This is an optimization exercise on Yosys and OpenROAD, whose aim is small area, a short achievable clock period and few clock cycles, not a production implementation.
RTL that was checked went through simulation tests only; none was proved equivalent to the original.
No activity file was given, so power comes from the tool's default toggle rates.

old:
// exponent
module exponent (clock, reset_n, enable, x, a, p, ready);
    input logic clock, reset_n, enable;
    input logic [31:0] x, a;
    output logic [31:0] p;
    output logic ready;
    logic [31:0] b;       
    logic [30:0] e;       
    logic busy;
    wire [31:0] s = b | (x & {32{~busy}});
    wire last = (e[30:1] == 31'd0);
    wire keep = reset_n & (busy ? ~last : (ready & enable));
    wire [31:0] sq;       
    wire [31:0] pr;       
    wire sq_1;
    wire sq_2;
    wire sq_3;
    wire sq_4;
    wire sq_5;
    wire sq_6;
    wire sq_7;
    wire sq_8;
    wire sq_9;
    wire sq_10;
    wire sq_11;
    wire sq_12;
    wire sq_13;
    wire sq_14;
    wire sq_15;
    wire sq_16;
    wire sq_17;
    wire sq_18;
    wire sq_19;
    wire sq_20;
    wire sq_21;
    wire sq_22;
    wire sq_23;
    wire sq_24;
    wire sq_25;
    wire sq_26;
    wire sq_27;
    wire sq_28;
    wire sq_29;
    wire sq_30;
    wire sq_31;
    wire sq_32;
    wire sq_33;
    wire sq_34;
    wire sq_35;
    wire sq_36;
    wire sq_37;
    wire sq_38;
    wire sq_39;
    wire sq_40;
    wire sq_41;
    wire sq_42;
    wire sq_43;
    wire sq_44;
    wire sq_45;
    wire sq_46;
    wire sq_47;
    wire sq_48;
    wire sq_49;
    wire sq_50;
    wire sq_51;
    wire sq_52;
    wire sq_53;
    wire sq_54;
    wire sq_55;
    wire sq_56;
    wire sq_57;
    wire sq_58;
    wire sq_59;
    wire sq_60;
    wire sq_61;
    wire sq_62;
    wire sq_63;
    wire sq_64;
    wire sq_65;
    wire sq_66;
    wire sq_67;
    wire sq_68;
    wire sq_69;
    wire sq_70;
    wire sq_71;
    wire sq_72;
    wire sq_73;
    wire sq_74;
    wire sq_75;
    wire sq_76;
    wire sq_77;
    wire sq_78;
    wire sq_79;
    wire sq_80;
    wire sq_81;
    wire sq_82;
    wire sq_83;
    wire sq_84;
    wire sq_85;
    wire sq_86;
    wire sq_87;
    wire sq_88;
    wire sq_89;
    wire sq_90;
    wire sq_91;
    wire sq_92;
    wire sq_93;
    wire sq_94;
    wire sq_95;
    wire sq_96;
    wire sq_97;
    wire sq_98;
    wire sq_99;
    wire sq_100;
    wire sq_101;
    wire sq_102;
    wire sq_103;
    wire sq_104;
    wire sq_105;
    wire sq_106;
    wire sq_107;
    wire sq_108;
    wire sq_109;
    wire sq_110;
    wire sq_111;
    wire sq_112;
    wire sq_113;
    wire sq_114;
    wire sq_115;
    wire sq_116;
    wire sq_117;
    wire sq_118;
  ...
make LEC_CHECK=0 CAP_MARGIN=20 CORE_MARGIN=2 CORE_UTILIZATION=40 PLACE_DENSITY=0.6 SLEW_MARGIN=20 finish   # period 10.0 ns
run.sh (not shown) runs the stock make flow with config.mk's settings and CLKGATE_MAP_FILE= SYNTH_SCRIPT=/design/flow/synth_recipe.tcl, a recipe that flattens the netlist after the stock synthesis.
For new, these inputs were changed with respect to old:
diff --git a/flow/config.mk b/flow/config.mk
--- a/flow/config.mk
+++ b/flow/config.mk
@@ -11,2 +11,3 @@
 export PLACE_DENSITY = 0.6
+export SETUP_SLACK_MARGIN = 3.5
 export SLEW_MARGIN = 20
[summary]
Of new and old, the run reporting the higher data arrival at the endpoint of the critical path was old. Cell depth of the worst setup path delta for new relative to old: 3 higher. For last weighted congestion value of the routability-driven placer, dividing the value from old by the value from new gives 0.942. Compared with old, in new layout net count rose about 4%, peak supply drop +about 45%, overall fraction of global-route tracks in use increased by 2.6 points relative to the old numbers, routed wire length went up by about 12%. new ends up with a part of the total power dissipated in the clock network that is 0.9 points lower than in old.
No run of this note included a check of the RTL's function; only the layout flow was run.

v37:
exponent, a different RTL version from the one above (not shown whole).
Size in the first run: ~94 flip-flops, roughly 21000 sq um of cells after synthesis.
clock: 10.0 ns
lec_check: 0
cap_margin: 20
core_margin: 2
core_utilization: 40
place_density: 0.6
setup_slack_margin: 3.5
slew_margin: 20
synth_hierarchical: 1
tns_end_percent: 100
Testbench counts of v37, summed over its fixed seeds: cycles 2,126.
#### Input delta (v9 over v37)
- a change of CORE_UTILIZATION from 40 to 50
- a deleted TNS_END_PERCENT that had been 100
- a change of PLACE_DENSITY from 0.6 to 0.65
--- outcome ---
In v9 relative to v37, number of vias in the routed layout had gone up slightly. Relative to v37, v9 degrades worst hold slack. v9 vs v37 — non-clock buffer count dropped by a few percent. Layout overhead on the synthesized area in v9 vs v37: down 1.8 points. Compare v37 and v9 | final core utilization higher: v9. Per the comparison of v9 with v37, multi-input gate share of the layout cell area climbed 1.1 points, actual transition at the worst max-transition pin dropped 0.14 ns, worst path setup slack after routing dropped 0.027 ns.
Here is what was changed in the inputs of v11 compared with v9.
- changing CORE_UTILIZATION from 50 to 40
- setting ABC_AREA to 1 for the first time
- changing PLACE_DENSITY from 0.65 to 0.6
Findings:
Every run (v11 and v9) finished clean. met4 as the top routing layer in use was reported by v11, and met5 by v9. The register-to-register slack of v11 was superior to that of v9. Total die area (v11 / v9): 1.4. Global-route wire length before repair ends up lower on v9. Looking at cell area after synthesis, v11 sits above v9. The instance count on the critical path of v11 is lower than that of v9.
#### Input delta (v39 over v11)
- clearing ABC_AREA, which used to be 1
- swapping 3.5 for 3.75 in SETUP_SLACK_MARGIN
## What came out
Going from v11 to v39, layout clock buffer count fell 1, maximum frequency went down, count of antenna diodes in the layout -3, placeable core area decreased 9.3%. v39 reports its startpoint of the worst setup timing path as x[24] while v11 reports x[11].

## what the ideal ports hide
How much do the figures lean on ideal ports? The routed layouts below were timed once more, with nothing changed but the port constraints. Step 1 sets driving cells, clkbuf_16 on the clock port and buf_2 on the other inputs (assumed; they add their load-dependent delay and slew). Step 2 moves the port delays by t, midway between the first and last clock arrival at a register: inputs arrive t later, outputs are due t later. That takes back most of the time a late clock gives input paths. Slacks: no drivers / after step 1 / after step 2; pairs: no drivers / after step 1.
run | shift t [ns] | setup WS [ns] | hold slack, ns | clock arrival spread, ns | slew at the worst register clock pin (ns)
old | 0.395 | 2.360 / 2.375 / 1.980 | 0.486 / 0.486 / 0.486 | 0.008 / 0.008 | 0.07 / 0.07
new | 0.395 | 3.349 / 3.365 / 2.970 | 0.485 / 0.485 / 0.485 | 0.007 / 0.007 | 0.07 / 0.07
v37 | 0.405 | 3.505 / 3.483 / 3.078 | 0.489 / 0.489 / 0.489 | 0.008 / 0.008 | 0.08 / 0.08
v9 | 0.408 | 3.478 / 3.475 / 3.067 | 0.485 / 0.485 / 0.485 | 0.010 / 0.010 | 0.08 / 0.08
v11 | 0.408 | 3.592 / 3.553 / 3.144 | 0.453 / 0.453 / 0.453 | 0.024 / 0.025 | 0.09 / 0.09
v39 | 0.406 | 3.539 / 3.518 / 3.112 | 0.490 / 0.490 / 0.490 | 0.013 / 0.014 | 0.08 / 0.08
After both steps every run listed still meets setup and hold. For v11, which loses most, drivers alone change the setup slack by -0.039 ns; drivers and shift together by -0.448 ns.
